Context: an optimization exercise on an open-source flow, tuned for small area, a short achievable clock period and few clock cycles per item. The choices shown serve that exercise and are no tape-out recipe.
In this exercise RTL edits were held to simulation tests only and were not proved equivalent to the original.
No activity file was given, so power comes from the tool's default toggle rates.

Setup of v28:
// rasterizer
module rasterizer (
    input  wire        clk,
    input  wire        rst_n,
    input  wire [9:0]  v0_x,
    input  wire [9:0]  v0_y,
    input  wire [9:0]  v1_x,
    input  wire [9:0]  v1_y,
    input  wire [9:0]  v2_x,
    input  wire [9:0]  v2_y,
    input  wire [23:0] color,
    input  wire        start,
    output reg         busy,
    output reg         done,
    output reg  [18:0] fb_addr,
    output reg  [23:0] fb_data,
    output reg         fb_write
);
reg [10:0] A0, A1, A2, B0, B1, Bn2;
reg [5:0]  cA, cB;      
function [6:0] sublo;    
    input [9:0] a, b;
    sublo = {1'b0, a[5:0]} + {1'b0, ~b[5:0]} + 7'd1;
endfunction
function [4:0] subhi;    
    input [9:0] a, b;
    input c;
    subhi = {1'b0, a[9:6]} + {1'b1, ~b[9:6]} + {4'd0, c};
endfunction
wire [6:0] lA0 = sublo(v0_y, v1_y), lA1 = sublo(v1_y, v2_y), lA2 = sublo(v2_y, v0_y);
wire [6:0] lB0 = sublo(v1_x, v0_x), lB1 = sublo(v2_x, v1_x), lB2 = sublo(v2_x, v0_x);
  ...
Size: roughly 2000 cells after synthesis, ~270 flip-flops, roughly 130 I/O pins, about 0.017 mm² of cells after synthesis.
==> flow/config.mk <==
export PLATFORM = sky130hd
export DESIGN_NAME = rasterizer
export DESIGN_NICKNAME = rasterizer
export VERILOG_FILES = /design/flow/design.v
export SDC_FILE = /design/flow/constraint.sdc
export NUM_CORES = 8
export LEC_CHECK = 0
export CAP_MARGIN = 20
export CORE_MARGIN = 2
export CORE_UTILIZATION = 60
export SLEW_MARGIN = 70
export BUFFER_PORTS_ARGS = -buffer_cell sky130_fd_sc_hd__buf_1
export DONT_USE_CELLS = sky130_fd_sc_hd__clkdlybuf4s15_1 sky130_fd_sc_hd__clkdlybuf4s15_2 sky130_fd_sc_hd__clkdlybuf4s18_1 sky130_fd_sc_hd__clkdlybuf4s18_2 sky130_fd_sc_hd__clkdlybuf4s25_1 sky130_fd_sc_hd__clkdlybuf4s25_2 sky130_fd_sc_hd__clkdlybuf4s50_1 sky130_fd_sc_hd__clkdlybuf4s50_2
==> flow/constraint.sdc <==
create_clock -name core_clock -period 16.0 [get_ports {clk}]
set_input_delay 3.2000 -clock core_clock [delete_from_list [all_inputs] [get_ports {clk}]]
set_output_delay 3.2000 -clock core_clock [all_outputs]
set_load 0.01 [all_outputs]
standard.sh (not shown) runs the stock make flow with config.mk's settings and CLKGATE_MAP_FILE= SYNTH_SCRIPT=/design/flow/synth_recipe.tcl, a recipe that flattens the netlist after the stock synthesis.
==> flow/flow/run.sh <==
#!/bin/bash
# Layout flow: the standard flow (standard.sh). Synthesis runs unchanged;
# for the layout steps after it, two settings are added to config.mk:
#  - the port buffers use the smallest buffer cell (buf_1);
#  - the resizer does not use the clkdlybuf4s* delay buffers.
# ORFS logs each step under orfs/logs; make's output goes to synth.log and
# layout.log in the work folder.
set -euo pipefail
bash standard.sh synth > synth.log 2>&1
cat >> "$FLOW_CONFIG" <<'EOC'
export BUFFER_PORTS_ARGS = -buffer_cell sky130_fd_sc_hd__buf_1
export DONT_USE_CELLS = sky130_fd_sc_hd__clkdlybuf4s15_1 sky130_fd_sc_hd__clkdlybuf4s15_2 sky130_fd_sc_hd__clkdlybuf4s18_1 sky130_fd_sc_hd__clkdlybuf4s18_2 sky130_fd_sc_hd__clkdlybuf4s25_1 sky130_fd_sc_hd__clkdlybuf4s25_2 sky130_fd_sc_hd__clkdlybuf4s50_1 sky130_fd_sc_hd__clkdlybuf4s50_2
EOC
bash standard.sh > layout.log 2>&1
Every stage of the flow completed for v28, and the final layout passed the timing, design-rule and antenna checks.
Testbench counts of v28, summed over its fixed seeds: cycles 554,091, triangles 2,400.
What v49 does differently from v28 at the input level:
==> flow/flow/run.sh <==
#!/bin/bash
# Layout flow: the standard flow, with the smallest buffer cell used
# for the port buffers. Each tool's output is logged by standard.sh; this
# script's own output goes to run.log.
set -e
exec > run.log 2>&1
echo "export BUFFER_PORTS_ARGS = -buffer_cell sky130_fd_sc_hd__buf_1" >> "$FLOW_CONFIG"
cat "$FLOW_CONFIG"
bash standard.sh
==> flow/config.mk <==
export PLATFORM = sky130hd
export DESIGN_NAME = rasterizer
export DESIGN_NICKNAME = rasterizer
export VERILOG_FILES = /design/flow/design.v
export SDC_FILE = /design/flow/constraint.sdc
export NUM_CORES = 8
export LEC_CHECK = 0
export CAP_MARGIN = 20
export CORE_MARGIN = 2
export CORE_UTILIZATION = 60
export SLEW_MARGIN = 70
export BUFFER_PORTS_ARGS = -buffer_cell sky130_fd_sc_hd__buf_1
==> comparison <==
Worst-case reg-to-reg path depth was higher in v49 than in v28.
Per the comparison of v49 with v28, total clock network power higher; number of nets in the final layout higher; routability congestion estimate lower.
The lower wire length per cell of v28 and v49 is in v49.
Higher final hold slack goes to v28 over v49.
Here is what was changed in the inputs of v34 compared with v49.
==> flow/run.sh (new file) <==
#!/bin/bash
# synth_recipe.tcl (not shown) runs the flow's synth.tcl, then flattens the netlist and writes it again
# the make line also repeats each setting of config.mk as NAME=value (left out here)
make -C /OpenROAD-flow-scripts/flow DESIGN_CONFIG=/design/flow/config.mk WORK_HOME=/design/flow/orfs CLKGATE_MAP_FILE= SYNTH_SCRIPT=/design/flow/synth_recipe.tcl finish
diff --git a/flow/config.mk b/flow/config.mk
--- a/flow/config.mk
+++ b/flow/config.mk
@@ -9,4 +9,5 @@
 export CORE_MARGIN = 2
 export CORE_UTILIZATION = 60
+export CTS_CLUSTER_DIAMETER = 80
+export CTS_CLUSTER_SIZE = 25
 export SLEW_MARGIN = 70
-export BUFFER_PORTS_ARGS = -buffer_cell sky130_fd_sc_hd__buf_1
removed: flow/flow/run.sh
removed: flow/standard.sh
v34 ended with more slack of the critical path than v49.
From v49 to v34 the numbers moved as follows: DRC violation total after the first TritonRoute iteration decreased by 45 relative to the old numbers; post-route cell area up about 1.4%; minimum period implied by the final worst setup slack went down 0.14 ns; path length in cells of the critical path dropped 7; maximum clock frequency moved up.
v34 vs v49 — number of global-route vias before repair dropped slightly
Diff v49 -> v34: power in the clock group dropped about 36%; ratio of final minimum period to clock period lower.
The inputs of v23 differ from those of v34 as listed below.
==> flow/flow/run.sh (new file) <==
#!/bin/bash
# Layout flow: the standard flow (standard.sh). Synthesis runs unchanged;
# for the layout steps after it, two settings are added to config.mk:
#  - the port buffers use the smallest buffer cell (buf_1);
#  - the resizer does not use the clkdlybuf4s* delay buffers.
# ORFS logs each step under orfs/logs; make's output goes to synth.log and
# layout.log in the work folder.
set -euo pipefail
bash standard.sh synth > synth.log 2>&1
cat >> "$FLOW_CONFIG" <<'EOC'
export BUFFER_PORTS_ARGS = -buffer_cell sky130_fd_sc_hd__buf_1
export DONT_USE_CELLS = sky130_fd_sc_hd__clkdlybuf4s15_1 sky130_fd_sc_hd__clkdlybuf4s15_2 sky130_fd_sc_hd__clkdlybuf4s18_1 sky130_fd_sc_hd__clkdlybuf4s18_2 sky130_fd_sc_hd__clkdlybuf4s25_1 sky130_fd_sc_hd__clkdlybuf4s25_2 sky130_fd_sc_hd__clkdlybuf4s50_1 sky130_fd_sc_hd__clkdlybuf4s50_2
EOC
bash standard.sh > layout.log 2>&1
==> flow/standard.sh (new file) <==
#!/bin/bash
# synth_recipe.tcl (not shown) runs the flow's synth.tcl, then flattens the netlist and writes it again
# the make line also repeats each setting of config.mk as NAME=value (left out here)
make -C /OpenROAD-flow-scripts/flow DESIGN_CONFIG=/design/flow/config.mk WORK_HOME=/design/flow/orfs CLKGATE_MAP_FILE= SYNTH_SCRIPT=/design/flow/synth_recipe.tcl "${@:-finish}"
diff --git a/flow/config.mk b/flow/config.mk
--- a/flow/config.mk
+++ b/flow/config.mk
@@ -12,2 +12,4 @@
 export CTS_CLUSTER_SIZE = 25
 export SLEW_MARGIN = 70
+export BUFFER_PORTS_ARGS = -buffer_cell sky130_fd_sc_hd__buf_1
+export DONT_USE_CELLS = sky130_fd_sc_hd__clkdlybuf4s15_1 sky130_fd_sc_hd__clkdlybuf4s15_2 sky130_fd_sc_hd__clkdlybuf4s18_1 sky130_fd_sc_hd__clkdlybuf4s18_2 sky130_fd_sc_hd__clkdlybuf4s25_1 sky130_fd_sc_hd__clkdlybuf4s25_2 sky130_fd_sc_hd__clkdlybuf4s50_1 sky130_fd_sc_hd__clkdlybuf4s50_2
removed: flow/run.sh
--- outcome ---
Going from v34 to v23, maximum number of pins on one net before global-route repair went up by 1; global router's overall resource usage went up by 1.2 points; smallest setup slack after layout went up by 0.37 ns; switching power share of the total went up by 0.76 points.
When the final numbers for v34 and v23 were put side by side, the sequential share of layout area turned out to be smaller in v34.
When v23 is set beside v34, its clock buffer count in the final layout turns out to be 3 larger.
Core util | v23 vs v34 | v23 lower
Buffering overhead: v23 vs v34 down 4.6 points

========
Setup of run A:
Starting RTL as in the previous note.
clock: 16.0 ns
lec_check: 0
cap_margin: 20
core_margin: 2
core_utilization: 55
cts_cluster_diameter: 80
cts_cluster_size: 25
slew_margin: 70
buffer_ports_args: -buffer_cell sky130_fd_sc_hd__buf_1
dont_use_cells: sky130_fd_sc_hd__clkdlybuf4s15_1 sky130_fd_sc_hd__clkdlybuf4s15_2 sky130_fd_sc_hd__clkdlybuf4s18_1 sky130_fd_sc_hd__clkdlybuf4s18_2 sky130_fd_sc_hd__clkdlybuf4s25_1 sky130_fd_sc_hd__clkdlybuf4s25_2 sky130_fd_sc_hd__clkdlybuf4s50_1 sky130_fd_sc_hd__clkdlybuf4s50_2
==> flow/flow/run.sh <==
#!/bin/bash
# Layout flow: the standard flow (standard.sh). Synthesis runs unchanged;
# for the layout steps after it, two settings are added to config.mk:
#  - the port buffers use the smallest buffer cell (buf_1);
#  - the resizer does not use the clkdlybuf4s* delay buffers.
# ORFS logs each step under orfs/logs; make's output goes to synth.log and
# layout.log in the work folder.
set -euo pipefail
bash standard.sh synth > synth.log 2>&1
cat >> "$FLOW_CONFIG" <<'EOC'
export BUFFER_PORTS_ARGS = -buffer_cell sky130_fd_sc_hd__buf_1
export DONT_USE_CELLS = sky130_fd_sc_hd__clkdlybuf4s15_1 sky130_fd_sc_hd__clkdlybuf4s15_2 sky130_fd_sc_hd__clkdlybuf4s18_1 sky130_fd_sc_hd__clkdlybuf4s18_2 sky130_fd_sc_hd__clkdlybuf4s25_1 sky130_fd_sc_hd__clkdlybuf4s25_2 sky130_fd_sc_hd__clkdlybuf4s50_1 sky130_fd_sc_hd__clkdlybuf4s50_2
EOC
bash standard.sh > layout.log 2>&1
Both conditions hold for run A: the flow ran to the end and the final layout passed the timing, design-rule and antenna checks.
Testbench counts of run A, summed over its fixed seeds: cycles 554,091, triangles 2,400.
What run B does differently from run A at the input level:
- a deleted CTS_CLUSTER_SIZE that had been 25
- a deleted BUFFER_PORTS_ARGS that had been -buffer_cell sky130_fd_sc_hd__buf_1
- a change of CORE_UTILIZATION from 55 to 60
- a deleted DONT_USE_CELLS that had been sky130_fd_sc_hd__clkdlybuf4s15_1 sky130_fd_sc_hd__clkdlybuf4s15_2 sky130_fd_sc_hd__clkdlybuf4s18_1 sky130_fd_sc_hd__clkdlybuf4s18_2 sky130_fd_sc_hd__clkdlybuf4s25_1 sky130_fd_sc_hd__clkdlybuf4s25_2 sky130_fd_sc_hd__clkdlybuf4s50_1 sky130_fd_sc_hd__clkdlybuf4s50_2
- a deleted CTS_CLUSTER_DIAMETER that had been 80
==> flow/run.sh (new file) <==
#!/bin/bash
# synth_recipe.tcl (not shown) runs the flow's synth.tcl, then flattens the netlist and writes it again
# the make line also repeats each setting of config.mk as NAME=value (left out here)
make -C /OpenROAD-flow-scripts/flow DESIGN_CONFIG=/design/flow/config.mk WORK_HOME=/design/flow/orfs CLKGATE_MAP_FILE= SYNTH_SCRIPT=/design/flow/synth_recipe.tcl finish
removed: flow/flow/run.sh
removed: flow/standard.sh
Notes after the runs:
Die height ended up about 4% lower on run B than on run A. Compared with run A, in run B clock transition at the register clock pins on the worst setup and hold paths after CTS has decreased, number of instances in the placed design lower, share of the core filled with cells went up. Of run B and run A, the lower final critical path time including I/O delays and setup belongs to run A. Diff run B and run A: global-route usage higher in run B. Run B: clock-buffer cell count higher than run A. Sequential share of layout area came out lower on run B than on run A.
#### Input delta (run C over run B)
- putting CTS_CLUSTER_SIZE at 25 where nothing was set
- putting BUFFER_PORTS_ARGS at -buffer_cell sky130_fd_sc_hd__buf_1 where nothing was set
- putting CTS_CLUSTER_DIAMETER at 80 where nothing was set
- putting DONT_USE_CELLS at sky130_fd_sc_hd__clkdlybuf4s15_1 sky130_fd_sc_hd__clkdlybuf4s15_2 sky130_fd_sc_hd__clkdlybuf4s18_1 sky130_fd_sc_hd__clkdlybuf4s18_2 sky130_fd_sc_hd__clkdlybuf4s25_1 sky130_fd_sc_hd__clkdlybuf4s25_2 sky130_fd_sc_hd__clkdlybuf4s50_1 sky130_fd_sc_hd__clkdlybuf4s50_2 where nothing was set
- swapping 60 for 65 in CORE_UTILIZATION
==> flow/flow/run.sh (new file) <==
#!/bin/bash
# Layout flow: the standard flow (standard.sh). Synthesis runs unchanged;
# for the layout steps after it, two settings are added to config.mk:
#  - the port buffers use the smallest buffer cell (buf_1);
#  - the resizer does not use the clkdlybuf4s* delay buffers.
# ORFS logs each step under orfs/logs; make's output goes to synth.log and
# layout.log in the work folder.
set -euo pipefail
bash standard.sh synth > synth.log 2>&1
cat >> "$FLOW_CONFIG" <<'EOC'
export BUFFER_PORTS_ARGS = -buffer_cell sky130_fd_sc_hd__buf_1
export DONT_USE_CELLS = sky130_fd_sc_hd__clkdlybuf4s15_1 sky130_fd_sc_hd__clkdlybuf4s15_2 sky130_fd_sc_hd__clkdlybuf4s18_1 sky130_fd_sc_hd__clkdlybuf4s18_2 sky130_fd_sc_hd__clkdlybuf4s25_1 sky130_fd_sc_hd__clkdlybuf4s25_2 sky130_fd_sc_hd__clkdlybuf4s50_1 sky130_fd_sc_hd__clkdlybuf4s50_2
EOC
bash standard.sh > layout.log 2>&1
==> flow/standard.sh (new file) <==
#!/bin/bash
# synth_recipe.tcl (not shown) runs the flow's synth.tcl, then flattens the netlist and writes it again
# the make line also repeats each setting of config.mk as NAME=value (left out here)
make -C /OpenROAD-flow-scripts/flow DESIGN_CONFIG=/design/flow/config.mk WORK_HOME=/design/flow/orfs CLKGATE_MAP_FILE= SYNTH_SCRIPT=/design/flow/synth_recipe.tcl "${@:-finish}"
removed: flow/run.sh
==> comparison <==
Run C and run B ended up with roughly the same sequential power.
| share of total power in combinational logic | run C vs run B | 1.9 points higher |
Run B -> run C: async set-or-reset flop fraction in the synthesized netlist delta 0, exact match

========
== rev 12 ==
Another version of the RTL of rasterizer (not shown whole).
Size in the first run: roughly 2200 cells after synthesis.
clock: 16.0 ns
lec_check: 0
cap_margin: 20
core_margin: 2
core_utilization: 40
slew_margin: 70
run.sh (not shown) runs the stock make flow with config.mk's settings and CLKGATE_MAP_FILE= SYNTH_SCRIPT=/design/flow/synth_recipe.tcl, a recipe that flattens the netlist after the stock synthesis.
Stock flow here: none of the scripts above is used.
Testbench counts of rev 12, summed over its fixed seeds: cycles 550,682, triangles 2,400.
diff inputs: rev 12 => rev 13
- changing SLEW_MARGIN from 70 to 20
In summary, rev 13 completed successfully, with a layout that passed the timing, design-rule and antenna checks. Lower count of non-CTS buffers in the layout among rev 13 and rev 12: rev 13. Looking at critical-path cell with the highest stage delay, the sky130_fd_sc_hd__or4_1 result is from rev 12; the sky130_fd_sc_hd__dfxtp_1 one comes from rev 13. Taking rev 12 as the reference, in rev 13 clock group share of total power up 1.6 points, share of the cycle needed by the critical path after routing up 4.1 points.

## port drivers added, routing unchanged
How much do the figures lean on ideal ports? The routed layouts below were timed once more, with nothing changed but the port constraints. Step 1 (the two cells are an assumption about what drives the block):
set clk [get_ports {clk}]
set_driving_cell -lib_cell sky130_fd_sc_hd__clkbuf_16 $clk
set_driving_cell -lib_cell sky130_fd_sc_hd__buf_2 [delete_from_list [all_inputs] $clk]
Step 2 also shifts input and output timing later by t, the mid clock arrival at the registers, as if the neighbouring blocks saw the same clock. Slacks: no drivers / after step 1 / after step 2; pairs: no drivers / after step 1.
| run | shift t [ns] | setup slack, ns | worst hold slack (ns) | worst setup path at the end | pins driven straight from the clock port |
|---|---|---|---|---|---|
| v28 | 0.614 | 11.595 / 11.595 / 11.047 | 0.374 / 0.374 / 0.374 | input to register | 1 |
| v49 | 0.623 | 11.065 / 11.065 / 11.065 | 0.356 / 0.356 / 0.356 | register to register | 1 |
| v34 | 0.571 | 11.207 / 11.236 / 10.665 | 0.362 / 0.362 / 0.362 | input to register | 1 |
| v23 | 0.567 | 11.575 / 11.605 / 11.039 | 0.382 / 0.382 / 0.382 | input to register | 1 |
| run A | 0.587 | 11.521 / 11.521 / 11.073 | 0.360 / 0.360 / 0.360 | input to register | 1 |
| run B | 0.612 | 11.267 / 11.241 / 10.686 | 0.354 / 0.354 / 0.354 | input to register | 1 |
| run C | 0.551 | 11.505 / 11.505 / 11.079 | 0.355 / 0.355 / 0.355 | input to register | 1 |
| rev 12 | 0.595 | 10.738 / 10.738 / 10.690 | 0.351 / 0.351 / 0.351 | input to register | 1 |
| rev 13 | 0.595 | 10.076 / 10.076 / 10.076 | 0.358 / 0.358 / 0.358 | register to register | 1 |
After both steps every run listed still meets setup and hold. For run B, which loses most, drivers alone change the setup slack by -0.026 ns; drivers and shift together by -0.581 ns.
